From an optimization exercise on the open Yosys and OpenROAD flow, aimed at small area, a short achievable clock period and few clock cycles per item; shortcuts taken in it are not production practice. RTL that was checked went through simulation tests only; none was proved equivalent to the original. For runs 1 to 4, only the layout was checked, not whether the RTL still works. Power is estimated from default activity; no workload was simulated.

--- design.v ---
module Divider(CLK, CS, WE, SN, AD, DI, DO, DONE);
    input CLK;
    input CS;
    input WE;
    input SN;
    input AD;
    input [17:0] DI;
    output DONE;
    output [17:0] DO;
    reg [17:0] R;        
    reg [17:0] D;        
    reg [17:0] Q;        
    reg [4:0]  K;        
    reg        busy;
    reg        first;
    reg        neg_quo;
    reg        neg_rem;
    function [4:0] lzc;
        input [17:0] x;
        integer i;
        begin
            lzc = 5'd18;
            for (i = 0; i < 18; i = i + 1)
                if (x[i]) lzc = 5'd17 - i;
        end
    endfunction
    wire        wr_n = CS & WE & ~AD;
    wire        wr_d = CS & WE & AD;
    wire        neg_in = SN & DI[17];
    wire [17:0] mag_in = neg_in ? (~DI + 18'd1) : DI;
    wire        d_zero = (DI == 18'd0);
    wire [17:0] rmask;
    genvar m;
    generate for (m = 0; m < 18; m = m + 1) begin : rm
        assign rmask[m] = |R[17:m];
    end endgenerate
    wire        d_big = |(mag_in & ~rmask);      
    wire [17:0] rlead = rmask & ~{1'b0, rmask[17:1]};   
    wire [4:0]  kk = K - lzc(R);
    wire        align = first & ~|(D & rlead);        
    wire [18:0] sg [0:5];
    wire [18:0] sp [0:5];
    assign sg[0] = {R & ~D, 1'b1};
    assign sp[0] = {R ^ ~D, 1'b0};
    genvar l, i;
    generate for (l = 0; l < 5; l = l + 1) begin : lv
        for (i = 0; i < 19; i = i + 1) begin : b
            if ((i >> l) & 1) begin : m
                localparam integer j = ((i >> l) << l) - 1;
                assign sg[l+1][i] = sg[l][i] | (sp[l][i] & sg[l][j]);
                assign sp[l+1][i] = sp[l][i] & sp[l][j];
            end else begin : t
                assign sg[l+1][i] = sg[l][i];
                assign sp[l+1][i] = sp[l][i];
            end
        end
    end endgenerate
    wire [18:0] diff = {sg[5][18], sp[0][18:1] ^ sg[5][17:0]};
    wire        c = diff[18];
    wire        step = busy & ~align;
    assign DONE = ~busy;
    wire [17:0] quo_out = neg_quo ? (~Q + 18'd1) : Q;
    wire [17:0] rem_out = neg_rem ? (~R + 18'd1) : R;
    assign DO = AD ? rem_out : quo_out;
    always @(posedge CLK) begin
        if (wr_n)
            R <= mag_in;
        else if (step & c)
            R <= diff[17:0];
        if (wr_d)
            D <= mag_in;
        else if (align)
            D <= D << kk;
        else
            D <= D >> 1;
        if (wr_d)
            Q <= {18{d_zero}};
        else if (step)
            Q <= {Q[16:0], c};
        if (wr_d)
            K <= lzc(mag_in);
        else if (first)
            K <= kk;
        else
            K <= K - 5'd1;
        if (wr_d) begin
            busy <= ~d_zero & ~d_big;
            first <= 1'b1;
        end
        else begin
            if (step & (first | (K == 5'd0))) busy <= 1'b0;
            first <= 1'b0;
        end
        if (wr_n) begin
            neg_quo <= neg_in;
            neg_rem <= neg_in;
        end
        else if (wr_d)
            neg_quo <= neg_quo ^ neg_in;
    end
endmodule
--- run.sh ---
#!/bin/bash
# synth_recipe.tcl (not shown) runs the flow's synth.tcl, then flattens the netlist and writes it again
# the make line also repeats each setting of config.mk as NAME=value (left out here)
make -C /OpenROAD-flow-scripts/flow DESIGN_CONFIG=/design/flow/config.mk WORK_HOME=/design/flow/orfs CLKGATE_MAP_FILE= SYNTH_SCRIPT=/design/flow/synth_recipe.tcl finish
--- config.mk ---
export PLATFORM = sky130hd
export DESIGN_NAME = Divider
export DESIGN_NICKNAME = Divider
export VERILOG_FILES = /design/flow/design.v
export SDC_FILE = /design/flow/constraint.sdc
export NUM_CORES = 4
export LEC_CHECK = 0
export ABC_CLOCK_PERIOD_IN_PS = 3000
export CAP_MARGIN = 20
export CORE_MARGIN = 2
export CORE_UTILIZATION = 60
export PLACE_DENSITY = 0.7
export SETUP_SLACK_MARGIN = 1.6
export SLEW_MARGIN = 20
--- constraint.sdc ---
create_clock -name core_clock -period 5.0 [get_ports {CLK}]
set_input_delay 1.0000 -clock core_clock [delete_from_list [all_inputs] [get_ports {CLK}]]
set_output_delay 1.0000 -clock core_clock [all_outputs]
set_load 0.01 [all_outputs]
==> notes.md, run 1 <==
Status
The flow ran to the end and the layout has no timing, DRC or antenna violations.

Global routing
The total congestion overflow is 0. Entering global routing, the biggest net connects 37 pins. The number of global-route vias before repair is 6362. The number of antenna violations at the first check in global routing was 0. The total global routing track utilization is 38.2%. The first-pass GRT wire length is 33.4 mm.

Logic synthesis
Each instance of the synthesized netlist takes up on average 8.06 µm². Summed over its instances, the top area cell type makes up 19.6% of the synthesized netlist area. For this run, the number of Yosys warnings is 1.

The biggest area contributor in the post-synthesis netlist is sky130_fd_sc_hd__edfxtp_1. After synthesis, the netlist uses 70 different library cells. The leading register cell type out of synthesis is sky130_fd_sc_hd__edfxtp_1. The cell count after synthesis is 779.

The post-synthesis register bit count is 63. Summing the sequential cell areas from Yosys gives 26.6% of the chip area. The post-synthesis async set-or-reset flop share is 0%. The cell area that synthesis handed to floorplanning was 6280 µm². Synthesis produced a netlist with a net count of 838.

By area the synthesized netlist is led by sky130_fd_sc_hd__edfxtp_1 20%, sky130_fd_sc_hd__dfxtp_1 7.0%, sky130_fd_sc_hd__ha_1 6.2%, sky130_fd_sc_hd__nand2_1 5.6%, sky130_fd_sc_hd__mux2i_1 5.4%. Counting flops with a built-in enable in the synthesized netlist gives 41.

Clocking
The number of clock buffers added by TritonCTS is 9. The deepest level of the CTS H-tree is 3. The tree is rooted in a sky130_fd_sc_hd__clkbuf_8. The CTS tree is done. No sink is reached through more buffers than the 2 on the longest clock path. After clock tree synthesis, the clock-pin slew on the worst setup and hold paths is 0.09 ns. The clock insertion delay at the later pin of the skew report is 0.37 ns. For this design, the sink count on the clock tree is 63.

Place
At the end of routability-driven placement, the weighted congestion stood at 0.978. The placed cell area is 6780 µm². The pre-CTS worst setup slack is 0.862 ns.

The placed wire-length estimate after detailed placement is 15.0 mm. Input and output buffers added on the ports amount to 41.

Worst setup path
In this run the worst path has a maximum fanout of 7. The kind of end point of the critical path is a flip-flop. The critical path is of the flip-flop to flip-flop type. STA puts the critical path data arrival time at 4.08 ns.

STA puts the critical path data required time at 5.13 ns. STA classifies the critical path startpoint as a flip-flop.

Timing
On the final layout, the worst clock skew is 0.0133 ns. The normalized max-slew margin is 51.8%. Once routing completed, OpenROAD measured the worst setup slack at 1.04 ns. The maximum clock frequency is 253 MHz.

The worst-margin pin slew is 0.720 ns. Summed over all failing endpoints, the final setup total negative slack is 0 ns. The final critical-path required period is 3.96 ns.

Setup repair after global routing could not meet its margin everywhere. The hold violation count in the final report is 0. The final critical path takes up 79.1% of the cycle. The max-slew violation total from the final report was 0.

The setup-violating endpoint count in the final report is 0.

Die
The area enclosed by the die boundary is 11300 µm². The die height is 106 µm. The die is 106 µm wide. The row count is 37. The initial core utilization is 61.4%. During I/O placement, the number of pins put on the boundary was 42. The core region is 10200 µm².

Finish
The library cells used most frequently in the layout, excluding fill and tap cells, are 87 x sky130_fd_sc_hd__nand2_1, 84 x sky130_fd_sc_hd__buf_4, 63 x sky130_fd_sc_hd__nor2_1. The growth of design area from synthesis to finish is 29.3%. The number of diodes is 0. Leaving out fill and tap cells, the most frequent cell in the layout is sky130_fd_sc_hd__nand2_1. The final design instance area without fill is 8120 µm². The share of the core filled with cells in the final layout is 79.4%. In the final layout, the share of cells above drive strength 1 is 25.3%. The count of nets after finishing is 941.

Routing
The count of unresolved DRC violations after routing is 0. The total wirelength of the detailed-routed design is 23.7 mm. For this block, the initial DRC count from the detailed router was 1083. After detailed routing, the average wire length per cell comes to 23.1 µm. The remaining antenna violation count after routing is 0.

The length of the first detailed-routing pass in iterations is 9. The number of vias after detailed routing is 7043. Dividing the detail-routed via count by the number of cells gives 6.88.

Pwr
The worst-case IR drop observed on VDD is 589 µV. The power density over the cells is 845 nW/µm². The design draws 6.86 mW.

Summed over all cells, the static leakage comes to 3.28 nW.

Run
Across the run, the number of max-cap violations was 0.

Worst hold path
The tightest min-delay check is of the flip-flop to flip-flop type.
==> power by group <==
part / internal [mW] / leakage (nW) / switching [mW] / total, mW
combinational: 2.31 / 2.59 / 2.80 / 5.11
clock: 0.281 / 0.105 / 0.242 / 0.523
sequential: 0.867 / 0.582 / 0.357 / 1.22
total: 3.46 / 3.28 / 3.40 / 6.86
==> registers in the layout, indices dropped and copies added, names as in the netlist <==
signal,count
busy,1
R,18
neg_quo,1
first,1
neg_rem,1
D,18
Q,18
K,5
==> routing by layer <==
layer  track usage (%)  part of all wire (%)  vias up
met5                 0                     0        -
met4              20.2                   6.3        0
met3              8.03                    11      141
met2              63.0                    46      581
met1              46.9                    36     3281
li1                  -                     -     3040
==> worst paths after layout <==
kind,from,to,slack (ns),cells past startpoint
worst max-delay path,R[1]$_DFFE_PP_,D[16]$_DFFE_PP_,1.04,19
worst min-delay path,D[10]$_DFF_P_,D[9]$_DFF_P_,0.62,2
worst max register to register,R[1]$_DFFE_PP_,D[16]$_DFFE_PP_,1.04,19
worst min register to register,D[10]$_DFF_P_,D[9]$_DFF_P_,0.62,2
==> final cells by class <==
class                   instances  area, µm²
fillers                       676       2110
clock buffers                   9        124
clock inverters                 7       97.6
repair buffers                136       1150
inverters                      44        175
flip-flops and latches         63       1670
well taps                     136        170
multi-input cells             628       4730
==> synthesized netlist by cell type, types with 4 or more instances <==
cell type / count
sky130_fd_sc_hd__nand2_1: 93
sky130_fd_sc_hd__nor2_1: 68
sky130_fd_sc_hd__o21ai_0: 56
sky130_fd_sc_hd__a21oi_1: 53
sky130_fd_sc_hd__edfxtp_1: 41
sky130_fd_sc_hd__inv_1: 40
sky130_fd_sc_hd__xnor2_1: 37
sky130_fd_sc_hd__mux2i_1: 34
sky130_fd_sc_hd__ha_1: 31
sky130_fd_sc_hd__xor2_1: 30
sky130_fd_sc_hd__clkbuf_1: 26
sky130_fd_sc_hd__dfxtp_1: 22
sky130_fd_sc_hd__o21a_1: 21
sky130_fd_sc_hd__nand3_1: 15
sky130_fd_sc_hd__o31ai_1: 15
sky130_fd_sc_hd__nor3_1: 14
sky130_fd_sc_hd__a211oi_1: 11
sky130_fd_sc_hd__a31oi_1: 9
sky130_fd_sc_hd__nand4_1: 9
sky130_fd_sc_hd__nor4_1: 9
sky130_fd_sc_hd__or3_1: 9
sky130_fd_sc_hd__or4_1: 9
sky130_fd_sc_hd__and3_1: 8
sky130_fd_sc_hd__buf_2: 7
sky130_fd_sc_hd__buf_6: 6
sky130_fd_sc_hd__nand2b_1: 6
sky130_fd_sc_hd__o22ai_1: 6
sky130_fd_sc_hd__fa_1: 5
sky130_fd_sc_hd__nor2b_1: 5
sky130_fd_sc_hd__o41ai_1: 5
sky130_fd_sc_hd__a22oi_1: 4
sky130_fd_sc_hd__and2_1: 4
sky130_fd_sc_hd__buf_1: 4
sky130_fd_sc_hd__o211ai_1: 4
sky130_fd_sc_hd__o221ai_1: 4
==> critical path: stages, from the launching register on <==
cell,delay [ns]
sky130_fd_sc_hd__edfxtp_1,0.39
sky130_fd_sc_hd__inv_2,0.08
sky130_fd_sc_hd__buf_4,0.15
sky130_fd_sc_hd__ha_4,0.17
sky130_fd_sc_hd__inv_1,0.06
sky130_fd_sc_hd__ha_1,0.14
sky130_fd_sc_hd__nand2_1,0.09
sky130_fd_sc_hd__a211oi_2,0.28
sky130_fd_sc_hd__o21ai_1,0.08
sky130_fd_sc_hd__a211oi_1,0.26
sky130_fd_sc_hd__or3_1,0.21
sky130_fd_sc_hd__inv_1,0.08
sky130_fd_sc_hd__fa_2,0.64
sky130_fd_sc_hd__clkinv_4,0.11
sky130_fd_sc_hd__mux2i_1,0.16
sky130_fd_sc_hd__mux2i_1,0.24
sky130_fd_sc_hd__nand2b_4,0.17
sky130_fd_sc_hd__a21oi_2,0.06
sky130_fd_sc_hd__o311ai_1,0.23
sky130_fd_sc_hd__o21ai_1,0.10
==> kinds of logic (layout without fill, tap and decap cells) <==
kind of cell	Yosys count	count (layout)	share of synthesized area, %
and+or+nand+nor	266	266	21.0
adders and majority gates	36	36	7.77
buffers and inverters	89	196	6.29
AOI/OAI and AO/OA	220	220	22.7
xor gates and xnor gates	67	68	9.34
DFF	63	63	26.6
muxes	38	38	6.31
==> through the flow <==
step	cells	hold WS, ns
CTS	990	0.596
detailed placement	924	0.588
global placement	924	0.585
floorplan	779	0.483
global route	1023	0.644
finish	1023	0.615
==> repair_timing <==
item,in CTS,in global routing
gates cloned,1,1
resized for setup,91,62
pin swaps,24,21
endpoints found under the setup margin,98,77
buffers inserted,49,32
hold buffers,0,0
==> run 2, diff against run 1 <==
==> flow/run.sh (new file) <==
#!/bin/bash
# The standard layout (the standard.sh, unchanged synthesis and steps),
# with the port buffers that buffer_ports inserts made plain buf_2 cells
# instead of the delay buffers it picks by default.
set -euo pipefail
export BUFFER_PORTS_ARGS="-buffer_cell sky130_fd_sc_hd__buf_2"
bash standard.sh > standard.log 2>&1
==> standard.sh (new file) <==
#!/bin/bash
# synth_recipe.tcl (not shown) runs the flow's synth.tcl, then flattens the netlist and writes it again
# the make line also repeats each setting of config.mk as NAME=value (left out here)
make -C /OpenROAD-flow-scripts/flow DESIGN_CONFIG=/design/flow/config.mk WORK_HOME=/design/flow/orfs CLKGATE_MAP_FILE= SYNTH_SCRIPT=/design/flow/synth_recipe.tcl "${@:-finish}"
--- a/config.mk
+++ b/config.mk
@@ -7,3 +7,3 @@
 export LEC_CHECK = 0
-export ABC_CLOCK_PERIOD_IN_PS = 3000
+export ABC_CLOCK_PERIOD_IN_PS = 3500
 export CAP_MARGIN = 20
@@ -12,3 +12,3 @@
 export PLACE_DENSITY = 0.7
-export SETUP_SLACK_MARGIN = 1.6
+export SETUP_SLACK_MARGIN = 1.0
 export SLEW_MARGIN = 20
removed: run.sh
==> run 2 against run 1 <==
Still clean; combinational power decreased by about 20%; utilization decreased by 10 points; sequential share of layout area increased by 3.1 points; synthesized area unchanged; worst hold slack got worse by 0.015 ns; cell count decreased by 6.3%; via count decreased by 10%; global-route usage decreased by 3.2 points; routed wire length decreased by 15%; critical endpoint is now D[17]$_DFFE_PP_.
==> notes.md, run 2 <==
Global routing
The number of global-route vias before repair was 5820. For this run, the total global-route usage over all layers was measured as 35.0%. The number of antenna violations at the first check in global routing was 0. The first global-routing pass estimated 30.7 mm of wire.

The total congestion overflow is 0. The maximum number of pins on one net before global-route repair is 38.

Run
The max capacitance violation total is 0.

Pwr
The completed layout was analyzed and its total power is 5.88 mW. The power density over the cells is 833 nW/µm². The peak supply drop is 597 µV. The leakage power is 2.85 nW.

Logic synthesis
By instance count, the leading cell after synthesis is sky130_fd_sc_hd__nand2_1. The post-synthesis cell type with the largest combined area is sky130_fd_sc_hd__edfxtp_1. After synthesis, the netlist uses 70 different library cells.

The mean area per synthesized cell is 8.06 µm². The cell count after synthesis came out at 779. Counting flops with an async set or reset pin after synthesis yields a share of 0%.

The leading register cell type out of synthesis is sky130_fd_sc_hd__edfxtp_1. The sequential cell area fraction in the yosys report is 26.6%. The number of warnings issued by yosys is 1. The commonest cells after synthesis are 93 x sky130_fd_sc_hd__nand2_1, 68 x sky130_fd_sc_hd__nor2_1, 56 x sky130_fd_sc_hd__o21ai_0. The number of nets in the synthesized netlist is 838. The synthesized design contains 41 enable-type register cells. Ranked by total cell area, the synthesized netlist is headed by sky130_fd_sc_hd__edfxtp_1 20%, sky130_fd_sc_hd__dfxtp_1 7.0%, sky130_fd_sc_hd__ha_1 6.2%, sky130_fd_sc_hd__nand2_1 5.6%, sky130_fd_sc_hd__mux2i_1 5.4%.

Counting flops and latches in the post-synthesis netlist gives 63. The area share of the largest cell type after synthesis is 19.6%. The total standard cell area after synthesis is 6280 µm².

Clocking
Counting along the longest clock path gives a buffer depth of 2. In this run, post-CTS hold repair placed 0 buffers. The later pin in the worst-skew pair is clocked with a latency of 0.37 ns. The clock buffer count from CTS is 9. The deepest level of the CTS H-tree is 3. The clock net in this run drives a total of 63 sinks.

The CTS tree is done. The root buffer cell chosen for the clock tree is sky130_fd_sc_hd__clkbuf_8. The register clock-pin slew on the reported worst setup and hold paths is 0.09 ns.

Die
The core region is 10200 µm². The floorplan has 37 rows. In this run the count of I/O pins placed on the die edge is 42. The area enclosed by the die boundary is 11300 µm². The die height is 106 µm. The initial core utilization is 61.4%. The floorplan step set the die width to 106 µm.

Worst setup path
The end of the critical path is D[17]$_DFFE_PP_. The first element of the critical path is R[0]$_DFFE_PP_. The worst setup path is captured at a flip-flop. Counting cells, the worst reg-to-reg path comes to 18. The critical register-to-register path endpoint is D[17]$_DFFE_PP_.

STA classifies the critical path startpoint as a flip-flop. STA puts the critical path data arrival time at 4.06 ns. The maximum fanout along the worst path is 7.

Across all register-to-register paths, the minimum setup slack is 1.15 ns. Data on the critical path is required at its endpoint by 5.21 ns. Traced cell by cell, the critical path runs through ha_4 -> o21bai_1 -> a21oi_1 -> nor2_1 -> nor2_1 -> o21bai_1 -> a221oi_2 -> o21ai_1 -> a21oi_2 -> ha_4 -> fa_2 -> buf_8 -> mux2i_2 -> mux2i_1 -> mux2i_1 -> nand2b_1 -> a211o_1 -> o21ai_0. The origin of the critical flop-to-flop path is R[0]$_DFFE_PP_. The startpoint-to-endpoint class of the critical path is flip-flop to flip-flop. For this run, the slowest stage of the critical path takes 0.68 ns.

For this design, the slowest cell found on the critical path is sky130_fd_sc_hd__fa_2.

Status
The flow ran to the end and the layout has no timing, DRC or antenna violations.

Timing
The final worst clock skew is 0.0136 ns. The share of the clock period used by the worst path is 76.9%. The post-route setup TNS is 0 ns. Setup violations remaining at the end of the flow were counted as 0. For the finished layout, the period the worst path requires is 3.85 ns. At the pin with the least slew margin, the transition time is 0.836 ns. Headroom to the max-slew limit came out at 43.9%.

The setup slack of the critical path after layout is 1.15 ns. Timing would allow up to 260 MHz. The max-slew violation total from the final report is 0. Setup repair after global routing could not meet its margin everywhere. The final worst hold slack is 0.601 ns. The hold violation count in the final report was 0.

Finish
The most common library cell in the layout ignoring fill and taps is sky130_fd_sc_hd__nand2_1. In the layout the commonest cells are 93 x sky130_fd_sc_hd__nand2_1, 67 x sky130_fd_sc_hd__nor2_1, 52 x sky130_fd_sc_hd__o21ai_0. The count of nets after finishing is 877. The growth of design area from synthesis to finish is 12.4%.

The largest registers in the layout are D x18, Q x18, R x18. Of the cells placed in the final design, the portion with a size suffix greater than 1 is 16.3%. The number of antenna diodes in the final layout is 0.

Routing
Summing over every cut layer, the via total after detailed routing is 6327. For this run, the detailed router's first-pass iteration total came to 8. The via density per instance is 6.60. Once detail routing completed, the nets flagged for antenna violations numbered 0.

The average wire per standard cell is 20.9 µm. The first-iteration detailed-routing DRC count is 644. The total wirelength of the detailed-routed design is 20.0 mm. In the routed design, unresolved DRC markers number 0.

Place
The pre-CTS worst setup slack is 0.763 ns. During placement, the flow inserted port buffers numbering 41. The placed wire-length estimate after detailed placement is 14.8 mm.

The global placement routability congestion is 0.955.

Worst hold path
The path category of the worst min-delay check is flip-flop to flip-flop.
## run 2: cell count changes in the layout (fill, tap and decap cells not counted), sizes merged, moves of 2 or more
| cell | previous run | this run |
|---|---|---|
| clkinv | 6 | 4 |
| inv | 41 | 45 |
| dlygate4sd2 | 11 | 0 |
| clkbuf | 13 | 10 |
| clkdlybuf4s50 | 21 | 0 |
| buf | 99 | 72 |
| clkinvlp | 2 | 0 |
## run 2: worst min-delay path by stage
stage	startpoint	to	slack, ns	cells past startpoint
2_1_floorplan	D[10]$_DFF_P_	D[9]$_DFF_P_	0.48	2
3_3_place_gp	D[9]$_DFF_P_	D[8]$_DFF_P_	0.58	2
3_5_place_dp	D[9]$_DFF_P_	D[8]$_DFF_P_	0.58	2
4_1_cts	D[9]$_DFF_P_	D[8]$_DFF_P_	0.60	2
5_1_grt	D[10]$_DFF_P_	D[9]$_DFF_P_	0.61	2
6_report	D[9]$_DFF_P_	D[8]$_DFF_P_	0.60	2
## run 2: stage by stage
| stage | util (%) | cells | area (µm²) |
|---|---|---|---|
| 3_5_place_dp | 63.8 | 925 | 6530 |
| 3_3_place_gp | 63.8 | 925 | 6530 |
| 2_1_floorplan | - | 779 | 6280 |
| 6_report | 69.0 | 959 | 7060 |
| 4_1_cts | 66.7 | 946 | 6830 |
| 5_1_grt | 69.0 | 959 | 7060 |
## run 2: timing repair
item | in CTS | in global routing
endpoints found under the setup margin | 8 | 13
gates resized for setup | 9 | 27
hold endpoints to repair | 0 | 0
gates cloned | 0 | 2
pin swaps | 4 | 14
setup buffers | 5 | 11
## run 2: cell families (layout without fill, tap and decap cells)
group | after synthesis | in the layout | share of synthesized area [%]
DFF | 63 | 63 | 26.6
adders and majority gates | 36 | 36 | 7.77
AOI/OAI and AO/OA | 220 | 220 | 22.7
and+or+nand+nor | 266 | 266 | 21.0
xor gates and xnor gates | 67 | 67 | 9.34
buffers and inverters | 89 | 133 | 6.29
muxes | 38 | 38 | 6.31
## run 2: critical path: cells and delay by family (launching register included)
kind | cells | cell delay [ns]
flops | 1 | 0.48
buf+inv | 1 | 0.19
simple gates | 3 | 0.24
fa+ha+maj | 3 | 1.07
compound gates | 8 | 1.16
mux | 3 | 0.55
## run 2: layout make-up
cell class                      instances  area (µm²)
Clock buffer                            9         124
Clock inverter                          7         104
Fill cell                             870        3170
Inverter                               44         168
Multi-Input combinational cell        627        4350
Sequential cell                        63        1670
Tap cell                              136         170
Timing Repair Buffer                   73         480
## run 2: metal layers
layer | track usage, % | part of all wire, %
met2 | 57.7 | 47
met3 | 5.95 | 9.0
met1 | 45.1 | 40
met4 | 15.5 | 4.2
met5 | 0 | 0
## run 2: report_power, final
part	leakage (nW)	switching, mW	internal, mW
registers	0.582	0.411	0.867
logic	2.15	2.29	1.77
clock network	0.114	0.249	0.287
==> run 3, diff against run 2 <==
--- a/design.v
+++ b/design.v
@@ -13,2 +13,3 @@
     reg [4:0]  K;        
+    reg [4:0]  L;        
     reg        busy;
@@ -37,5 +38,4 @@
     wire        d_big = |(mag_in & ~rmask);      
-    wire [17:0] rlead = rmask & ~{1'b0, rmask[17:1]};   
-    wire [4:0]  kk = K - lzc(R);
-    wire        align = first & ~|(D & rlead);        
+    wire [4:0]  kk = K - L;
+    wire        align = first & (K != L);            
     wire [18:0] sg [0:5];
@@ -79,2 +79,3 @@
             Q <= {Q[16:0], c};
+        L <= lzc(R);
         if (wr_d)
==> run 3 against run 2 <==
Synthesized area grew 1.8%; setup slack improved by 0.095 ns; cell count decreased by 0.52%; power decreased by 17%; critical path depth is 10 lower; critical path type is now flip-flop to primary output; largest power group unchanged.
==> notes.md, run 3 <==
Routing
The length of routed met3 wiring is 1.51 mm. The detail route stage leaves a number of antenna-violating nets equal to 0. The first TritonRoute pass finished after 5 iterations.

For this block, wires on met1 add up to 7.94 mm. The count of unresolved DRC violations after routing is 0. For this block, the initial DRC count from the detailed router was 679. The highest layer touched by signal routing is met4.

The total met2 wirelength after detailed routing is 8.43 mm. The via density per instance is 6.33. The average wire per standard cell is 19.6 µm.

The routed layout has 6037 vias. The total wirelength of the detailed-routed design is 18.7 mm.

Finish
After the last flow step, the layout net total stands at 870. Registers take 1770 µm². The finished layout holds 954 standard cells, fillers aside. The growth of design area from synthesis to finish is 5.99%. Leaving out fill and tap cells, the most frequent cell in the layout is sky130_fd_sc_hd__nand2_1. The largest registers in the layout are D x18, Q x18, R x18. The total area of multi-input combinational cells is 4180 µm². In the layout the commonest cells are 102 x sky130_fd_sc_hd__nand2_1, 69 x sky130_fd_sc_hd__nor2_1, 67 x sky130_fd_sc_hd__a21oi_1. 0 antenna diodes ended up in the layout. The fraction of layout cells with a size suffix above 1 is 10.4%. The final design instance area without fill is 6780 µm².

The filler cell count in the final layout is 915.

Timing
The hold violation count in the final report is 0. The normalized max-slew margin is 30.6%. At the pin with the least slew margin, the transition time is 1.04 ns.

The final critical-path required period is 3.75 ns. The maximum clock frequency is 267 MHz. The share of the clock period used by the worst path is 75.0%.

Setup violations remaining at the end of the flow were counted as 0. The post-route setup TNS is 0 ns. The setup slack of the critical path after layout is 1.25 ns. The max-slew violation total from the final report is 0.

Setup repair after global routing left no endpoint under its margin. Between clock sinks in the finished design, the worst skew comes to 0.0183 ns.

Global routing
The first global-routing pass estimated 29.6 mm of wire. Entering global routing, the biggest net connects 37 pins. In the global route stage, overall resource usage came out at 33.5%. The number of global-route vias before repair is 5733.

The number of antenna violations at the first check in global routing is 0. Global routing finished with a remaining overflow of 0.

Worst setup path
The critical path goes through or3_1 -> nor4_1 -> nand3_1 -> o31ai_1 -> xnor2_1 -> nor2_1 -> a21oi_1 -> buf_2. STA classifies the critical path endpoint as a primary output. The highest-delay cell along the critical path is sky130_fd_sc_hd__edfxtp_1. The critical path in this run is classified as flip-flop to primary output.

The register-to-register setup slack is 1.39 ns. The startpoint class of the critical path is a flip-flop. For the worst flop-to-flop path, the logic depth is 9. The startpoint identified for the worst register-to-register timing path is R[2]$_DFFE_PP_.

Data arrives at the worst endpoint at 2.75 ns. Along the worst path, the maximum fanout reaches 5. The endpoint identified for the worst register-to-register timing path is R[10]$_DFFE_PP_.

In this design, the stage delay of the slowest critical-path cell is 0.48 ns. STA puts the critical path data required time at 4.00 ns.

Logic synthesis
The net count of the mapped netlist is 854. The sequential cell area fraction in the yosys report is 27.7%. The top cell type by area accounts for 19.2% of the synthesized area. By area the synthesized netlist is led by sky130_fd_sc_hd__edfxtp_1 19%, sky130_fd_sc_hd__dfxtp_1 8.5%, sky130_fd_sc_hd__mux2i_1 6.6%, sky130_fd_sc_hd__nand2_1 6.0%, sky130_fd_sc_hd__ha_1 5.7%.

For this run, the leading register cell type out of synthesis is sky130_fd_sc_hd__edfxtp_1. The number of warnings issued by yosys is 1. In this run, distinct cell masters in the synthesized netlist total 76. Yosys mapped a number of flops with a built-in enable equal to 41. For this run, asynchronously set or reset flops after synthesis account for 0%. The cell count after synthesis is 797. In the synthesized netlist, the cells that appear most often are 102 x sky130_fd_sc_hd__nand2_1, 69 x sky130_fd_sc_hd__nor2_1, 67 x sky130_fd_sc_hd__a21oi_1.

The mapped netlist covers 6400 µm². The most frequent cell after synthesis is sky130_fd_sc_hd__nand2_1. The synthesized design spends more area on one cell type than any other, namely sky130_fd_sc_hd__edfxtp_1. The post-synthesis register bit count is 68. The mean area per synthesized cell is 8.03 µm².

Worst hold path
The number of stages on the worst hold path is 1. The path category of the worst min-delay check is flip-flop to flip-flop. The worst hold path endpoint is L[0]$_SDFF_PP0_. The startpoint identified for the worst hold timing path is R[17]$_DFFE_PP_.

Place
In this run the cell area measured after placement is 6620 µm². Counting tap cells, the placed design contains a total of 938 instances. The placed wire-length estimate after detailed placement is 14.1 mm. The count of buffers added on input and output ports is 41.

Routability-driven placement finished with a final weighted congestion of 0.968. OpenSTA, run right after detailed placement, puts the worst setup slack at 1.21 ns.

Pwr
The peak supply drop is 394 µV. For this design the ratio of total power to cell area is 720 nW/µm². The leakage power is 2.83 nW.

The overall power of the completed layout is 4.88 mW.

Clocking
In this run the clock root is driven by a sky130_fd_sc_hd__clkbuf_8. The number of gates resized after CTS was 0. The clock buffer count from CTS is 9. The clock tree buffer depth is 2. The post-cts hold buffer count is 0. The CTS tree is done. The register clock-pin slew on the reported worst setup and hold paths is 0.09 ns. The clock insertion delay at the later pin of the skew report is 0.37 ns. The deepest level of the CTS H-tree is 3. The number of sinks handled by clock tree synthesis is 68. In this run the post-CTS setup repair buffer count came out at 0.

Die
The die is 107 µm wide. The floorplan step defined a die boundary enclosing 11500 µm². The initial utilization of the core area, before any placement, comes to 62.0%. The region available for standard cell placement spans 10300 µm².

The row count is 37. The I/O pin total is 42. In this run the vertical extent of the chip is 107 µm.

Status
The run finished with no timing, DRC or antenna violations.

Run
The max capacitance violation total is 0.
## run 3: worst max path at each step
| stage | startpoint | depth (start not counted) | slack, ns | to |
|---|---|---|---|---|
| after floorplan | R[2]$_DFFE_PP_ | 8 | 1.08 | R[0]$_DFFE_PP_ |
| after global placement | DI[0] | 10 | 1.22 | busy$_SDFFCE_PN0P_ |
| after detailed placement | DI[3] | 8 | 1.21 | busy$_SDFFCE_PN0P_ |
| after CTS | Q[2]$_DFFE_PP_ | 8 | 1.27 | DO[17] |
| after global routing | R[2]$_DFFE_PP_ | 9 | 1.05 | R[10]$_DFFE_PP_ |
| final | Q[2]$_DFFE_PP_ | 8 | 1.25 | DO[17] |
## run 3: area by class of cell
cell class	count	area share (%)
Timing Repair Buffer	52	4.25
Inverter	56	3.10
Tap cell	136	2.51
Clock inverter	5	0.425
Sequential cell	68	26.1
Multi-Input combinational cell	626	61.6
Clock buffer	11	1.94
## run 3: through the flow
step	util, %	hold WS, ns
finish	65.7	0.549
global route	65.7	0.574
CTS	65.7	0.549
detailed placement	64.1	0.524
global placement	64.1	0.527
floorplan	-	0.471
## run 3: kinds of logic after synthesis
group,synth area share [%]
DFF,27.7
xor gates and xnor gates,9.41
adders and majority gates,7.24
muxes,7.28
buffers and inverters,6.96
AOI/OAI and AO/OA,21.9
and+or+nand+nor,19.5
## run 3: critical path: cells and delay by family (launching register included)
| family | cells | cell delay [ns] |
|---|---|---|
| AOI/OAI and AO/OA | 2 | 0.50 |
| buffers and inverters | 1 | 0.17 |
| xor gates and xnor gates | 1 | 0.16 |
| DFF | 1 | 0.48 |
| and+or+nand+nor | 4 | 1.06 |
## run 3: routing by layer
metal / vias to the layer above / track usage [%]
met5: - / 0
met4: 0 / 16.5
met3: 52 / 5.81
met2: 291 / 52.6
met1: 2812 / 44.6
li1: 2882 / -
## run 3: power by group
part / internal [mW] / switching [mW] / leakage, nW
logic: 1.32 / 1.90 / 2.13
clock network: 0.177 / 0.233 / 0.0768
registers: 0.912 / 0.342 / 0.626
==> run 4, diff against run 3 <==
--- a/config.mk
+++ b/config.mk
@@ -12,3 +12,3 @@
 export PLACE_DENSITY = 0.7
-export SETUP_SLACK_MARGIN = 1.0
+export SETUP_SLACK_MARGIN = 1.5
 export SLEW_MARGIN = 20
==> run 4 against run 3 <==
Clock skew shrank 0.0085 ns; synthesized cell count is the same; cell area grew 4.1%; flip-flop and latch count is the same; sequential power is essentially flat; fmax grew 6.9%; routed wire length grew 4.7%; clock power is essentially flat; register-to-register slack gained 0.27 ns; via count grew 4.2%; power grew 3.9%.
==> notes.md, run 4 <==
Global routing
Entering global routing, the biggest net connects 37 pins. The total global routing track utilization is 34.0%. The number of antenna violations at the first check in global routing was 1.

The number of global-route vias before repair was 5838. For this run the aggregate overflow at the end of global routing stands at 0. The first global-routing pass estimated 29.9 mm of wire.

Logic synthesis
The post-synthesis register bit count is 68. In this run the biggest area consumer among cell types represents 19.2% of the synthesized area. The count of flip-flops with a built-in enable after synthesis is 41. The average instance in the mapped netlist occupies 8.03 µm². The sequential cell area fraction in the yosys report is 27.7%. sky130_fd_sc_hd__edfxtp_1 takes more of the synthesized area than any other cell. The cell count after synthesis is 797. Ranked by instance count, the synthesized netlist is headed by 102 x sky130_fd_sc_hd__nand2_1, 69 x sky130_fd_sc_hd__nor2_1, 67 x sky130_fd_sc_hd__a21oi_1. For this run, the number of Yosys warnings is 1. The most frequent cell after synthesis is sky130_fd_sc_hd__nand2_1. The total standard cell area after synthesis is 6400 µm².

The leading register cell type out of synthesis is sky130_fd_sc_hd__edfxtp_1. In the post-synthesis netlist, the biggest area contributors are sky130_fd_sc_hd__edfxtp_1 19%, sky130_fd_sc_hd__dfxtp_1 8.5%, sky130_fd_sc_hd__mux2i_1 6.6%, sky130_fd_sc_hd__nand2_1 6.0%, sky130_fd_sc_hd__ha_1 5.7%. The number of distinct library cell variants in the gate-level netlist after synthesis is 76. Counting every net in the synthesized netlist gives 854. The post-synthesis async set-or-reset flop share is 0%.

Clocking
In this run, CTS created clock tree buffers numbering 9. The root buffer cell chosen for the clock tree is sky130_fd_sc_hd__clkbuf_8. The clock tree buffer depth is 2. Counting every sink on the clock net gives 68.

The deepest level of the CTS H-tree is 3. For the worst-skew pair, the clock arrives at the later sink with an insertion delay of 0.36 ns. The post-cts hold buffer count is 0. The register clock-pin slew on the reported worst setup and hold paths is 0.07 ns.

TritonCTS built the clock tree.

Timing
Hold is met by 0.531 ns. The share of the clock period used by the worst path is 70.2%. Counting I/O delays and the setup requirement, the final critical path takes 3.51 ns. The worst-margin pin slew is 0.855 ns. Summed over all failing endpoints, the final setup total negative slack is 0 ns.

The max-slew violation total from the final report is 0. The setup slack of the critical path after layout is 1.49 ns. The hold violation count in the final report was 0. The worst pin sits at a relative slew slack of 42.8%. The maximum clock frequency is 285 MHz. Setup repair after global routing could not meet its margin everywhere.

Between clock sinks in the finished design, the worst skew comes to 0.00979 ns. The setup-violating endpoint count in the final report is 0.

Place
The total instance count after detailed placement is 938. Once placement finished, the instance area stood at 6620 µm². The placed wire-length estimate after detailed placement is 14.6 mm.

The count of input and output buffers is 41. The pre-CTS worst setup slack is 1.12 ns. The global placement routability congestion is 0.982.

Die
The initial utilization of the core area, before any placement, comes to 62.0%. The area enclosed by the die boundary is 11500 µm². The I/O pin total is 42. From left edge to right edge, the die measures 107 µm.

The row count is 37. The die height is 107 µm. The region available for standard cell placement spans 10300 µm².

Finish
The final design instance area without fill is 7060 µm². Leaving out filler cells and counting taps, the final layout contains 970. The library cells used most frequently in the layout, excluding fill and tap cells, are 102 x sky130_fd_sc_hd__nand2_1, 68 x sky130_fd_sc_hd__nor2_1, 67 x sky130_fd_sc_hd__a21oi_1.

The fraction of layout cells with a size suffix above 1 is 14.3%. The library cell used most frequently in the layout, excluding fill and tap cells, is sky130_fd_sc_hd__nand2_1. The largest registers in the layout are D x18, Q x18, R x18. At the end of the flow, the number of nets in the layout was 885. Cells fill 68.4% of the core in the end.

From synthesis to final layout, the design area changed by 10.3%.

Pwr
Power spread over the standard cell area amounts to 719 nW/µm². The overall power of the completed layout is 5.07 mW. The analysis attributes to cell leakage a power of 2.94 nW. The peak supply drop is 578 µV.

Status
The run finished with no timing, DRC or antenna violations.

Worst setup path
Of all nets on the critical path, the largest fanout is 3. On the critical path, the stage with the largest delay is an instance of sky130_fd_sc_hd__or3_4. The data required time of the critical path is 4.00 ns.

At the worst endpoint, the arrival time is 2.51 ns. Walking the worst path, the cells encountered are or3_4 -> o21ai_4 -> o21a_1 -> nand2_1 -> o31ai_2 -> xor2_1 -> mux2i_1 -> buf_2. The startpoint-to-endpoint class of the critical path is flip-flop to primary output.

The startpoint class of the critical path is a flip-flop. For this run, the slowest stage of the critical path takes 0.45 ns. The worst setup path is captured at a primary output.

Routing
Using the TritonRoute via totals, the vias-per-cell ratio works out to 6.48. For this run, design rule violations remaining after detail routing come to 0. After the first detailed-routing iteration, the DRC count stood at 670. In the final routed layout, each cell accounts on average for 20.2 µm. The total wirelength of the detailed-routed design is 19.5 mm. The length of the first detailed-routing pass in iterations is 5. The detailed router placed 6288 vias in this run.

In this run the remaining antenna-violating nets after routing total 0.

Run
The max capacitance violation total is 0.

Worst hold path
The path category of the worst min-delay check is flip-flop to flip-flop.
[run 4: critical path, delay by kind of cell, from the launching register on]
| kind | cells | cell delay (ns) |
|---|---|---|
| AO/OA/AOI/OAI | 3 | 0.68 |
| XOR/XNOR | 1 | 0.23 |
| buffers and inverters | 1 | 0.17 |
| flip-flops | 1 | 0.41 |
| multiplexers | 1 | 0.11 |
| AND/OR/NAND/NOR | 2 | 0.56 |
[run 4: final timing paths]
path,slack [ns],cells past startpoint,to,from
max,1.49,8,DO[14],Q[4]$_DFFE_PP_
min,0.53,2,D[10]$_DFF_P_,D[11]$_DFF_P_
max reg2reg,1.66,9,R[3]$_DFFE_PP_,R[1]$_DFFE_PP_
min reg2reg,0.53,2,D[10]$_DFF_P_,D[11]$_DFF_P_
[run 4: per-layer routing]
metal,GRT usage (%),vias up,routed length [µm]
met5,0,-,0
met4,17.3,0,805
met3,7.08,65,1850
met2,50.5,328,8650
met1,46.7,2987,8250
li1,-,2908,-
[run 4: timing repair]
item,4_1_cts,5_1_grt
setup buffers,3,12
endpoints found under the setup margin,28,44
gates resized for setup,14,16
pin swaps,1,3
[run 4: kinds of logic (layout without fill, tap and decap cells)]
kind of cell    Yosys count  in the layout  share of synthesized area, %
fa+ha+maj                34             34                          7.24
compound gates          218            218                          21.9
mux                      46             46                          7.28
buf+inv                 103            139                          6.96
flops                    68             68                          27.7
xor+xnor                 67             67                          9.41
simple gates            261            261                          19.5
other cells               0              1                             0
[run 4: layout make-up]
type,count,area [µm²]
antenna,1,2.50
clock buffer,11,141
clock inverter,5,26.3
fill,876,3270
inverter,56,210
multi-input combinational,626,4340
sequential,68,1770
tap,136,170
timing repair buffer,67,400
[run 4: power breakdown]
group          switching [mW]  internal, mW  total (mW)
sequential              0.313         0.912        1.23
combinational            2.04          1.40        3.44
clock                   0.223         0.190       0.412
total                    2.57          2.50        5.07
==> run 5, diff against run 4 <==
--- a/design.v
+++ b/design.v
@@ -32,10 +32,8 @@
     wire        d_zero = (DI == 18'd0);
-    wire [17:0] rmask;
-    genvar m;
-    generate for (m = 0; m < 18; m = m + 1) begin : rm
-        assign rmask[m] = |R[17:m];
-    end endgenerate
-    wire        d_big = |(mag_in & ~rmask);      
+    wire        neg_q_in = neg_quo ^ neg_in;
     wire [4:0]  kk = K - L;
-    wire        align = first & (K != L);            
+    wire        q_zero = first & (K < L);            
+    wire        align = first & (K > L);
+    wire        step = busy & ~first | first & (K == L);
+    wire        pre = first & neg_quo;               
     wire [18:0] sg [0:5];
@@ -57,7 +55,6 @@
     end endgenerate
-    wire [18:0] diff = {sg[5][18], sp[0][18:1] ^ sg[5][17:0]};
-    wire        c = diff[18];
-    wire        step = busy & ~align;
-    assign DONE = ~busy;
-    wire [17:0] quo_out = neg_quo ? (~Q + 18'd1) : Q;
+    wire [17:0] diff = sp[0][18:1] ^ sg[5][17:0];
+    wire        c = sg[5][18];                   
+    assign DONE = ~busy | q_zero;
+    wire [17:0] quo_out = Q ^ {18{neg_quo}};
     wire [17:0] rem_out = neg_rem ? (~R + 18'd1) : R;
@@ -67,4 +64,4 @@
             R <= mag_in;
-        else if (step & c)
-            R <= diff[17:0];
+        else if ((step | pre) & c)
+            R <= diff;
         if (wr_d)
@@ -76,5 +73,7 @@
         if (wr_d)
-            Q <= {18{d_zero}};
+            Q <= {{17{d_zero | neg_q_in}}, d_zero ^ neg_q_in};
         else if (step)
-            Q <= {Q[16:0], c};
+            Q <= {Q[16:0] & ~{17{pre & c}}, c ^ pre};
+        else if (align)
+            Q <= 18'd0;
         L <= lzc(R);
@@ -87,7 +86,7 @@
         if (wr_d) begin
-            busy <= ~d_zero & ~d_big;
-            first <= 1'b1;
+            busy <= ~d_zero;
+            first <= ~d_zero;
         end
         else begin
-            if (step & (first | (K == 5'd0))) busy <= 1'b0;
+            if (q_zero | step & (first | (K == 5'd0))) busy <= 1'b0;
             first <= 1'b0;
@@ -99,3 +98,3 @@
         else if (wr_d)
-            neg_quo <= neg_quo ^ neg_in;
+            neg_quo <= neg_q_in;
     end
--- a/config.mk
+++ b/config.mk
@@ -12,3 +12,3 @@
 export PLACE_DENSITY = 0.7
-export SETUP_SLACK_MARGIN = 1.5
+export SETUP_SLACK_MARGIN = 2.0
 export SLEW_MARGIN = 20
==> run 5 against run 4 <==
Still clean; synthesized area shrank 2.9%; register-to-register slack better by 0.25 ns; clock-buffer cell count unchanged; routed wire length grew 5.0%; cell count up 0.31%; clock power decreased by 1%; critical path depth down 2; critical path type unchanged.
==> notes.md, run 5 <==
Die
The floorplan step defined a die boundary enclosing 11200 µm². The die is 106 µm tall. The initial core utilization is 61.0%. The row count is 37.

The standard cell core area is 10200 µm². 42 I/O pins were placed. The horizontal extent of the die is 106 µm.

Status
The run finished with no timing, DRC or antenna violations.

Timing
Setup repair after global routing could not meet its margin everywhere. Derived from the worst setup path, the maximum achievable clock frequency is 299 MHz. The final worst clock skew is 0.00807 ns. For the finished layout, the period the worst path requires is 3.35 ns. In the final timing run, aggregate negative setup slack is 0 ns. The normalized max-slew margin is 24.6%. The max-slew violation total from the final report is 0.

The hold violation count in the final report is 0. The worst-margin pin slew is 1.13 ns. Of the available clock period, the critical path in the final layout requires 66.9%. The setup-violating endpoint count in the final report is 0.

In the post-route analysis, the smallest setup slack over all paths is 1.65 ns.

Logic synthesis
The post-synthesis register bit count is 68. The sequential cell area fraction in the yosys report is 28.5%. The number of distinct library cell variants in the gate-level netlist after synthesis is 66. By area the synthesized netlist is led by sky130_fd_sc_hd__edfxtp_1 20%, sky130_fd_sc_hd__dfxtp_1 8.7%, sky130_fd_sc_hd__ha_1 6.2%, sky130_fd_sc_hd__xor2_1 5.8%, sky130_fd_sc_hd__a21oi_1 5.7%. The cell count after synthesis is 755.

The post-synthesis async set-or-reset flop share is 0%. The total standard cell area after synthesis is 6210 µm². Counting every net in the synthesized netlist gives 814.

The number of warnings issued by yosys is 1. The most frequent cell after synthesis is sky130_fd_sc_hd__nor2_1. Ranked by instance count, the synthesized netlist is headed by 77 x sky130_fd_sc_hd__nor2_1, 71 x sky130_fd_sc_hd__a21oi_1, 52 x sky130_fd_sc_hd__nand2_1. The count of flip-flops with a built-in enable after synthesis is 41. In this run the biggest area consumer among cell types represents 19.8% of the synthesized area.

The most used flip-flop cell after synthesis is sky130_fd_sc_hd__edfxtp_1. The synthesized design spends more area on one cell type than any other, namely sky130_fd_sc_hd__edfxtp_1. A synthesized cell averages 8.23 µm².

Finish
Leaving out fill and tap cells, the most frequent cells in the layout are 72 x sky130_fd_sc_hd__nor2_1, 67 x sky130_fd_sc_hd__a21oi_1, 62 x sky130_fd_sc_hd__buf_4. The count of nets after finishing is 891. From synthesis to final layout, the design area changed by 23.1%. The fraction of layout cells with a size suffix above 1 is 25.6%. The count of placed standard cells in the final layout, fillers left out is 973. The final design instance area without fill is 7650 µm².

0 antenna diodes ended up in the layout. The largest registers in the layout are D x18, Q x18, R x18. The most common library cell in the layout ignoring fill and taps is sky130_fd_sc_hd__nor2_1. After filler insertion, the fill cell instance count of the layout stands at 733.

Worst hold path
The critical hold path startpoint is R[16]$_DFFE_PP_. The path category of the worst min-delay check is flip-flop to flip-flop. The path with the worst hold slack has its endpoint at L[1]$_SDFF_PP0_. Along the worst hold path, the cell count comes to 1.

Clocking
The number of sinks handled by clock tree synthesis is 68. Clock-pin slew was measured on the worst setup and hold paths at 0.08 ns. In this run, CTS created clock tree buffers numbering 9. The clock tree buffer depth is 2. The root buffer cell is sky130_fd_sc_hd__clkbuf_8.

Clock latency on the worst-skew pair, taken at its later pin, is 0.36 ns. The H-tree was split into 3 levels. For this design, the CTS-stage hold fixing added 0 buffers. The CTS tree is done.

Routing
The detailed router finished its first iteration with 617 violations. The routed layout has 6329 vias. In the routed design, unresolved DRC markers number 0. The detail route stage leaves a number of antenna-violating nets equal to 0. Wires add up to 20.5 mm. Using the TritonRoute via totals, the vias-per-cell ratio works out to 6.50. Dividing the detail-routed wire length by the instance count gives 21.1 µm. The length of the first detailed-routing pass in iterations is 8.

Worst setup path
The startpoint-to-endpoint class of the critical path is flip-flop to primary output. Walking the worst path, the cells encountered are nor4_4 -> nand3_2 -> o41ai_2 -> xor2_1 -> a21oi_1 -> buf_2. The startpoint class of the critical path is a flip-flop. The data required time of the critical path is 4.00 ns. Along the worst path, the maximum fanout reaches 4. The critical register-to-register path endpoint is Q[14]$_DFFE_PP_. The origin of the critical flop-to-flop path is R[6]$_DFFE_PP_. On the worst path, the slowest cell contributes a delay of 0.49 ns. The data arrival time at the worst-slack endpoint is 2.35 ns. Among all stages on the critical path, the largest delay is contributed by sky130_fd_sc_hd__edfxtp_1. The cell count of the worst reg-to-reg path is 12. The worst setup path is captured at a primary output. For flop-to-flop paths, the worst setup slack is 1.91 ns.

Pwr
The leakage power is 3.19 nW. Power spread over the standard cell area amounts to 745 nW/µm². Power comes to 5.70 mW.

The peak supply drop is 403 µV.

Global routing
The number of antenna violations at the first check in global routing is 0. The total global routing track utilization is 35.1%. The number of global-route vias before repair is 5849.

The maximum number of pins on one net before global-route repair is 40. The total congestion overflow is 0. The first global-routing pass estimated 30.5 mm of wire.

Place
The global placement routability congestion is 0.989. The placed cell area is 6520 µm². The placed wire-length estimate after detailed placement is 14.0 mm. Once placement completed, the tool counted placed cells totaling 891. The pre-CTS worst setup slack is 1.32 ns.

The count of buffers added on input and output ports is 41.

Run
The max capacitance violation total is 0.
[run 5: stage by stage]
stage,hold slack [ns],utilization [%]
4_1_cts,0.552,70.4
3_3_place_gp,0.533,64.0
3_5_place_dp,0.543,64.0
5_1_grt,0.582,75.1
6_report,0.555,75.1
2_1_floorplan,0.490,-
[run 5: power breakdown]
group / switching [mW] / internal [mW]
Clock: 0.230 / 0.178
Combinational: 2.29 / 1.77
Sequential: 0.293 / 0.935
Total: 2.81 / 2.89
[run 5: cell type report]
class	instances	area, µm²	area share [%]
multi-input combinational	589	4470	58.5
inverter	50	201	2.63
timing repair inverter	1	5.00	0.0654
timing repair buffer	113	863	11.3
clock buffer	11	131	1.72
sequential	68	1780	23.2
tap	136	170	2.22
clock inverter	5	28.8	0.376
[run 5: repair_timing]
item / in CTS / in global routing
buffers inserted: 33 / 30
hold endpoints to repair: 0 / 0
setup endpoints to repair: 85 / 70
gates cloned: 3 / 0
pin swaps: 7 / 19
resized for setup: 55 / 49
[run 5: how the worst max path moves through the flow]
| stage | start | endpoint | cells past startpoint |
|---|---|---|---|
| after CTS | R[13]$_DFFE_PP_ | DO[16] | 5 |
| final | R[6]$_DFFE_PP_ | DO[13] | 6 |
| after global placement | DI[3] | R[12]$_DFFE_PP_ | 8 |
| after detailed placement | DI[3] | R[12]$_DFFE_PP_ | 8 |
| after floorplan | DI[3] | Q[10]$_DFFE_PP_ | 9 |
| after global routing | R[8]$_DFFE_PP_ | DO[13] | 6 |
[run 5: cell families after synthesis]
| kind of cell | synth area share, % |
|---|---|
| flops | 28.5 |
| simple gates | 17.0 |
| buf+inv | 6.18 |
| compound gates | 24.4 |
| fa+ha+maj | 7.85 |
| mux | 6.36 |
| xor+xnor | 9.73 |
[run 5: critical path, delay by kind of cell, from the launching register on]
kind | cells | cell delay (ns)
xor+xnor | 1 | 0.13
buf+inv | 1 | 0.15
compound gates | 2 | 0.57
flops | 1 | 0.49
simple gates | 2 | 0.64
[run 5: routing by layer]
layer / up-vias / part of all wire, % / track usage [%]
met5: - / 0 / 0
li1: 2916 / - / -
met2: 364 / 46 / 56.8
met3: 71 / 9.8 / 6.62
met4: 0 / 4.5 / 16.3
met1: 2978 / 39 / 45.5
Testbench counts of run 5, summed over its fixed seeds: cycles 10,057, items 2,400.
==> run 6, diff against run 5 <==
--- a/config.mk
+++ b/config.mk
@@ -12,3 +12,3 @@
 export PLACE_DENSITY = 0.7
-export SETUP_SLACK_MARGIN = 2.0
+export SETUP_SLACK_MARGIN = 1.3
 export SLEW_MARGIN = 20
==> run 6 against run 5 <==
Global-route usage fell by 2.7 points; critical path depth did not move; register-to-register slack got worse by 0.35 ns; still clean; combinational power fell by about 20%; non-clock buffer count fell by 65; worst hold slack improved by 0.023 ns.
==> notes.md, run 6 <==
Status
The flow ran to the end and the layout has no timing, DRC or antenna violations.

Pwr
IR analysis of the VDD net gives a maximum drop of 377 µV. For this design the static power due to leakage is 2.78 nW. Summing internal, switching and leakage power gives 5.00 mW. The power density over the cells is 749 nW/µm².

Routing
After detailed routing, the total wire length is 17.9 mm. The count of unresolved DRC violations after routing is 0. In the routed layout, each cell is associated on average with a via count of 6.42. The average wire per standard cell is 19.8 µm. The first routing iteration left 508 violations. The length of the first detailed-routing pass in iterations is 7.

The detail route stage leaves a number of antenna-violating nets equal to 0. For this block, the via count after detailed routing is 5819.

Timing
At the pin with the least slew margin, the transition time is 1.10 ns. The normalized max-slew margin is 26.9%. The max-slew violation total from the final report is 0. Setup violations remaining at the end of the flow were counted as 0. Setup total negative slack on the finished layout was measured at 0 ns. The final worst hold slack is 0.577 ns. The clock arrives with 0.0173 ns of skew.

Static timing analysis puts the maximum clock frequency at 283 MHz. The final critical-path required period is 3.53 ns. Setup repair after global routing left no endpoint under its margin. In the finished design, the share of the clock period the worst path needs comes to 70.5%. The hold violation count in the final report is 0.

Finish
The growth of design area from synthesis to finish is 7.47%. The most common library cell in the layout ignoring fill and taps is sky130_fd_sc_hd__nor2_1. The filler cell count in the final layout is 898. At the end of the flow the core is filled with cells to 65.6%.

The fraction of layout cells with a size suffix above 1 is 11.0%. The largest registers in the layout are D x18, Q x18, R x18. In the layout the commonest cells are 77 x sky130_fd_sc_hd__nor2_1, 71 x sky130_fd_sc_hd__a21oi_1, 52 x sky130_fd_sc_hd__nand2_1. The count of placed standard cells in the final layout, fillers left out is 907. The count of nets after finishing is 825. The repair_antennas step left the layout with diodes totalling 0.

Clocking
The clock tree synthesis step divided the H-tree into 3 levels. Clock-pin slew was measured on the worst setup and hold paths at 0.08 ns. Clock tree synthesis selected as its root buffer the cell sky130_fd_sc_hd__clkbuf_8. The CTS tree is done. At the later pin of the worst-skew pair, clock insertion delay measures 0.38 ns.

Post-CTS timing repair inserted 0 buffers for setup. The longest clock path from root to sink contains 2 buffers. Clock tree synthesis found a total of 68 sinks. The number of clock buffers added by TritonCTS is 9.

Worst setup path
STA puts the critical path data required time at 4.00 ns. STA classifies the critical path startpoint as a flip-flop. The first element of the critical path is R[2]$_DFFE_PP_.

The worst setup path is captured at a primary output. The startpoint identified for the worst register-to-register timing path is L[1]$_SDFF_PP0_. The highest-delay cell along the critical path is sky130_fd_sc_hd__edfxtp_1. The maximum fanout along the worst path is 7. The data arrival time at the worst-slack endpoint is 2.53 ns. The startpoint-to-endpoint class of the critical path is flip-flop to primary output. The critical path goes through nor4_4 -> nand3_1 -> o41ai_1 -> xnor2_1 -> a21oi_1 -> buf_2.

In this design, the stage delay of the slowest critical-path cell is 0.52 ns.

Global routing
The number of antenna violations at the first check in global routing is 0. The maximum number of pins on one net before global-route repair is 40. The first-pass GRT wire length is 28.5 mm.

Global routing finished with a remaining overflow of 0. Global routing consumed, over all layers together, 32.4% of the routing resources. The number of global-route vias before repair is 5511.

Logic synthesis
Summed over its instances, the top area cell type makes up 19.8% of the synthesized netlist area. The post-synthesis async set-or-reset flop share is 0%. The biggest area contributor in the post-synthesis netlist is sky130_fd_sc_hd__edfxtp_1.

The post-synthesis register bit count is 68. After technology mapping, the gate count stands at 755. The most frequent cell after synthesis is sky130_fd_sc_hd__nor2_1. For this run, the number of Yosys warnings is 1. The number of distinct library cell variants in the gate-level netlist after synthesis is 66. The most used flip-flop cell after synthesis is sky130_fd_sc_hd__edfxtp_1. By area the synthesized netlist is led by sky130_fd_sc_hd__edfxtp_1 20%, sky130_fd_sc_hd__dfxtp_1 8.7%, sky130_fd_sc_hd__ha_1 6.2%, sky130_fd_sc_hd__xor2_1 5.8%, sky130_fd_sc_hd__a21oi_1 5.7%. The number of nets handed over by synthesis was 814. The synthesized netlist occupies a cell area of 6210 µm².

After synthesis, the most frequently instantiated cells are 77 x sky130_fd_sc_hd__nor2_1, 71 x sky130_fd_sc_hd__a21oi_1, 52 x sky130_fd_sc_hd__nand2_1. The sequential cell area fraction in the yosys report is 28.5%. Each instance of the synthesized netlist takes up on average 8.23 µm². In this run, synthesis inferred 41 flip-flops with an integrated enable.

Place
The placed wire-length estimate after detailed placement is 13.5 mm. Routability-driven placement finished with a final weighted congestion of 0.968. The count of input and output buffers is 41. Including well taps, the total number of placed cells is 891.

Die
The row count is 37. The die height is 106 µm. The standard cell core area is 10200 µm². In this run the count of I/O pins placed on the die edge is 42.

The initial core utilization is 61.0%. The floorplan step defined a die boundary enclosing 11200 µm². The die is 106 µm wide.

Run
The max capacitance violation total is 0.

Worst hold path
The path category of the worst min-delay check is flip-flop to flip-flop. The worst hold path begins at Q[15]$_DFFE_PP_.
run 6: cell types whose count changed in the layout (fill, tap and decap cells not counted), moves of 6 or more:
cell                      delta
sky130_fd_sc_hd__o21ai_0    +13
sky130_fd_sc_hd__buf_4      -55
sky130_fd_sc_hd__ha_1        +9
sky130_fd_sc_hd__buf_6       -6
sky130_fd_sc_hd__inv_1       +9
sky130_fd_sc_hd__o21ai_1     -9
run 6: kinds of logic after synthesis:
family	after synthesis	share of synthesized area [%]
XOR/XNOR	69	9.73
AO/OA/AOI/OAI	230	24.4
multiplexers	33	6.36
adder cells (fa/ha/maj)	36	7.85
AND/OR/NAND/NOR	221	17.0
buffers and inverters	98	6.18
flip-flops	68	28.5
run 6: path summary, 6_finish.rpt:
path / endpoint / slack (ns) / depth (start not counted)
setup / recovery: DO[16] / 1.47 / 6
setup reg to reg: Q[15]$_DFFE_PP_ / 1.56 / 7
hold / removal: Q[16]$_DFFE_PP_ / 0.58 / 1
hold reg to reg: Q[16]$_DFFE_PP_ / 0.58 / 1
run 6: repair_timing:
| item | in CTS | in global routing |
|---|---|---|
| hold buffers | 0 | 0 |
| setup endpoints to repair | 8 | 8 |
| gates cloned | 0 | 0 |
| resized for setup | 2 | 3 |
run 6: metrics by stage:
stage | cell area [µm²] | setup slack [ns]
after detailed placement | 6440 | 1.31
after floorplan | 6210 | 1.31
after global routing | 6680 | 1.33
final | 6680 | 1.47
after global placement | 6440 | 1.35
after CTS | 6660 | 1.34
run 6: power by group:
group	leakage, nW	internal [mW]	switching (mW)
registers	0.633	0.932	0.329
logic	2.05	1.34	1.92
clock network	0.0958	0.233	0.244
run 6: area by class of cell:
cell class                 count  area [µm²]  area share (%)
clock inverter                 7        76.3            1.14
clock buffer                   9         124            1.85
inverter                      50         188            2.81
multi-input combinational    589        4090            61.3
tap                          136         170            2.55
sequential                    68        1770            26.5
timing repair buffer          48         258            3.86
run 6: critical path, delay by kind of cell (launching register included):
kind	cells	cell delay, ns
compound gates	2	0.54
xor+xnor	1	0.17
buf+inv	1	0.17
flops	1	0.52
simple gates	2	0.77
run 6: metal layers:
| metal | vias to the layer above | GRT usage [%] | wire [µm] |
|---|---|---|---|
| met5 | - | 0 | 0 |
| met4 | 0 | 13.3 | 590 |
| met3 | 41 | 6.56 | 1370 |
| met2 | 245 | 49.0 | 8100 |
| met1 | 2758 | 45.3 | 7870 |
| li1 | 2775 | - | - |
==> run 7, diff against run 6 <==
--- a/config.mk
+++ b/config.mk
@@ -12,3 +12,3 @@
 export PLACE_DENSITY = 0.7
-export SETUP_SLACK_MARGIN = 1.3
+export SETUP_SLACK_MARGIN = 1.5
 export SLEW_MARGIN = 20
==> run 7 against run 6 <==
Utilization is 0.77 points higher; combinational power is 3% higher; global-route usage decreased by 0.30 points; synthesized cell count is the same; setup slack improved by 0.11 ns; critical path type is now flip-flop to flip-flop; clock power is 4.8% lower.
==> notes.md, run 7 <==
Logic synthesis
Synthesis produced 755 cells. The mean area per synthesized cell is 8.23 µm². Ranked by total cell area, the synthesized netlist is headed by sky130_fd_sc_hd__edfxtp_1 20%, sky130_fd_sc_hd__dfxtp_1 8.7%, sky130_fd_sc_hd__ha_1 6.2%, sky130_fd_sc_hd__xor2_1 5.8%, sky130_fd_sc_hd__a21oi_1 5.7%.

Multiplexer cells account for 6.36% of the synthesized area. After synthesis, the largest family of logic cells by area is compound AO/OA/AOI/OAI gates. When the netlist entered floorplanning its net count stood at 814. The leading register cell type out of synthesis is sky130_fd_sc_hd__edfxtp_1. For this run, the number of Yosys warnings is 1. The complex-gate fraction of the synthesized area is 24.4%.

The total standard cell area after synthesis is 6210 µm². The number of distinct library cell variants in the gate-level netlist after synthesis is 66. Summed over all instances, the cell type with the most area after synthesis is sky130_fd_sc_hd__edfxtp_1. The post-synthesis simple-gate area fraction is 17.0%. The count of flip-flops with a built-in enable after synthesis is 41. Among all cell types in the netlist, the one instantiated most often is sky130_fd_sc_hd__nor2_1.

The synthesized netlist devotes 7.85% of its cell area to adder and majority cells. Of all flip-flops after synthesis, the portion carrying an async set or reset was 0%. The post-synthesis register bit count is 68. The sequential cell area fraction in the yosys report is 28.5%. In the synthesized netlist, the cells that appear most often are 77 x sky130_fd_sc_hd__nor2_1, 71 x sky130_fd_sc_hd__a21oi_1, 52 x sky130_fd_sc_hd__nand2_1.

The area share of the largest cell type after synthesis is 19.8%. The xor and xnor fraction of the mapped netlist area is 9.73%.

Worst setup path
Data on the critical path arrives at its endpoint at 3.48 ns. The signal on the critical path passes through inv_1 -> ha_2 -> inv_1 -> fa_2 -> mux4_2 -> mux2i_1 -> mux2i_1 -> a2111oi_0 -> a311oi_1. The cell count of the worst reg-to-reg path is 9.

The startpoint class of the critical path is a flip-flop. The setup check on the worst reg-to-reg path leaves a slack of 1.58 ns. On the worst path, the slowest cell contributes a delay of 0.75 ns. The origin of the critical flop-to-flop path is K[0]$_DFF_P_. The worst setup path is of the flip-flop to flip-flop kind. The kind of cell with the highest combined delay on the critical path is adder cells. The kind of end point of the critical path is a flip-flop. Together, buffers and inverters on the worst path number 2. The highest-delay cell along the critical path is sky130_fd_sc_hd__fa_2. In this run the worst path has a maximum fanout of 11.

The data required time of the critical path is 5.06 ns. The endpoint identified for the worst register-to-register timing path is D[16]$_DFFE_PP_.

Die
The die height is 106 µm. The initial core utilization is 61.0%. The region available for standard cell placement spans 10200 µm². The I/O pin total is 42. The die is 106 µm wide. In this run the core area contains 37 standard-cell rows. The area enclosed by the die boundary is 11200 µm².

Place
After detailed placement, the total cell area comes to 6450 µm². The placed wire-length estimate after detailed placement is 13.3 mm. The global placement routability congestion is 0.954. The count of input and output buffers is 41. After detailed placement, the design holds a cell count of 891.

The pre-CTS worst setup slack is 1.28 ns.

Timing
The normalized max-slew margin is 26.5%. The worst-margin pin slew is 1.10 ns. The maximum clock frequency is 293 MHz. The setup-violating endpoint count in the final report is 0. The post-route setup TNS is 0 ns. The routed design could run at a clock period as short as 3.42 ns. The final critical path takes up 68.4% of the cycle.

The hold violation count in the final report was 0. The max-slew violation total from the final report is 0. On the final layout, the worst clock skew is 0.0111 ns. Setup repair after global routing could not meet its margin everywhere. Setup slack on the critical path of the routed design comes to 1.58 ns.

Routing
Dividing the detail-routed wire length by the instance count gives 19.4 µm. Wires add up to 17.7 mm. The length of the first detailed-routing pass in iterations is 5. For this run, design rule violations remaining after detail routing come to 0. The first-iteration detailed-routing DRC count is 609. The number of vias after detailed routing is 5872. In the routed layout, each cell is associated on average with a via count of 6.43.

The remaining antenna violation count after routing is 0.

Global routing
The maximum number of pins on one net before global-route repair is 40. The first global-routing pass estimated 28.2 mm of wire. The total congestion overflow is 0. The number of antenna violations at the first check in global routing is 0. The number of global-route vias before repair is 5435. Global routing consumed, over all layers together, 32.1% of the routing resources.

Finish
In the final layout, the registers with the most flip-flops are D x18, Q x18, R x18. The number of diodes is 0. The most common library cell in the layout ignoring fill and taps is sky130_fd_sc_hd__nor2_1.

The count of nets after finishing is 831. Of the cells placed in the final design, the portion with a size suffix greater than 1 is 12.6%. The top cell types in the final layout, fill and taps aside, are 76 x sky130_fd_sc_hd__nor2_1, 71 x sky130_fd_sc_hd__a21oi_1, 52 x sky130_fd_sc_hd__nand2_1.

The final design instance area without fill is 6760 µm². Relative to the synthesized area, the layout overhead comes to 8.74%. The count of placed standard cells in the final layout, fillers left out is 913. The filler cells instantiated in the layout total 909.

Pwr
The peak supply drop is 399 µV. The leakage power is 2.81 nW. Cell internal power was estimated by the tool at 2.57 mW.

In this run the power density over the cells is 752 nW/µm². The net switching component of the power is 2.51 mW. Net switching is 49.4% of the power.

Combinational cells account for 66.4% of the total power. Sequential cells account for 24.6% of the total power. The share of power burned in the clock network is 8.9%. Summing internal, switching and leakage power gives 5.08 mW.

Run
The max capacitance violation total is 0.

Clocking
The register clock-pin slew on the reported worst setup and hold paths is 0.08 ns. TritonCTS built the clock tree. After clock tree synthesis, the flow added hold-fix buffers numbering 0. The number of clock buffers added by TritonCTS is 9. Clock latency on the worst-skew pair, taken at its later pin, is 0.36 ns.

The tree built by TritonCTS fans out to 68 sinks. The clock tree buffer depth is 2. The tree is rooted in a sky130_fd_sc_hd__clkbuf_8. The deepest level of the CTS H-tree is 3.

Worst hold path
The worst hold path belongs to the class flip-flop to flip-flop. The number of stages on the worst hold path is 1. The worst hold path terminates at L[0]$_SDFF_PP0_. The startpoint identified for the worst hold timing path is R[17]$_DFFE_PP_.

Status
The run finished with no timing, DRC or antenna violations.
==> run 7: kinds of logic (layout without fill, tap and decap cells) <==
group / Yosys count / count (layout)
and+or+nand+nor: 221 / 221
DFF: 68 / 68
xor gates and xnor gates: 69 / 69
buffers and inverters: 98 / 120
adders and majority gates: 36 / 36
muxes: 33 / 33
AOI/OAI and AO/OA: 230 / 230
==> run 7: worst max-delay path by stage <==
stage,startpoint,to,slack [ns],depth (start not counted)
3_3_place_gp,DI[3],K[0]$_DFF_P_,1.30,8
2_1_floorplan,DI[2],Q[10]$_DFFE_PP_,1.53,9
6_report,K[0]$_DFF_P_,D[16]$_DFFE_PP_,1.58,9
4_1_cts,R[7]$_DFFE_PP_,DO[16],1.52,6
5_1_grt,K[0]$_DFF_P_,D[16]$_DFFE_PP_,1.47,9
3_5_place_dp,DI[3],K[1]$_DFF_P_,1.28,8
==> run 7: layout make-up <==
class	instances	area, µm²	area share (%)
flip-flops and latches	68	1770	26.2
clock buffers	10	128	1.89
repair buffers	54	300	4.44
multi-input cells	589	4130	61.1
inverters	50	191	2.83
well taps	136	170	2.52
clock inverters	6	65.1	0.963
==> run 7: timing repair <==
action                     CTS  global route
setup endpoints to repair   12            31
setup buffers                0             5
gates cloned                 0             1
gates resized for setup      4            11
pin swaps                    0             3
==> run 7: through the flow <==
stage               hold slack (ns)  utilization (%)
finish                        0.556             66.3
global route                  0.587             66.3
CTS                           0.562             65.5
detailed placement            0.554             63.4
global placement              0.541             63.4
floorplan                     0.490                -
==> run 7: per-layer routing <==
metal	wire length [µm]	vias to the layer above	global-route usage, %
met5	0	-	0
met4	608	0	13.8
met3	1430	45	4.39
met2	7860	265	48.8
met1	7850	2779	45.8
li1	-	2783	-
==> run 7: power groups by stage <==
stage	combinational (mW)	sequential [mW]	clock [mW]
2_1_floorplan	2.48	1.12	0
4_1_cts	3.19	1.24	0.458
3_3_place_gp	3.10	1.24	0
3_5_place_dp	3.15	1.24	0
6_report	3.37	1.25	0.454
5_1_grt	3.69	1.29	0.478

==> static timing again, ports no longer ideal <==
No port has a modelled driver above. Below, the same layouts with a new extraction and two added sets of constraints. Step 1: set_driving_cell puts a clkbuf_16 on CLK and a buf_2 on each other input, an assumption about the parent block. Step 2 moves the port delays by t, midway between the first and last clock arrival at a register: inputs arrive t later, outputs are due t later. That takes back most of the time a late clock gives input paths. Slacks: ideal / step 1 / step 2; pairs: ideal / step 1.
run | t (ns) | slack for setup (ns) | slew at the worst register clock pin (ns)
run 1 | 0.404 | 1.042 / 1.042 / 1.042 | 0.09 / 0.09
run 2 | 0.400 | 1.154 / 1.154 / 1.093 | 0.09 / 0.09
run 3 | 0.399 | 1.249 / 1.213 / 1.128 | 0.09 / 0.09
run 4 | 0.393 | 1.490 / 1.453 / 1.278 | 0.08 / 0.08
run 5 | 0.394 | 1.654 / 1.620 / 1.507 | 0.08 / 0.08
run 6 | 0.403 | 1.473 / 1.437 / 1.239 | 0.10 / 0.10
run 7 | 0.386 | 1.582 / 1.582 / 1.312 | 0.08 / 0.08
After both steps every run listed still meets setup and hold. The setup slack of run 7, which loses most, moves by 0.000 ns with the drivers and by -0.270 ns with both steps.
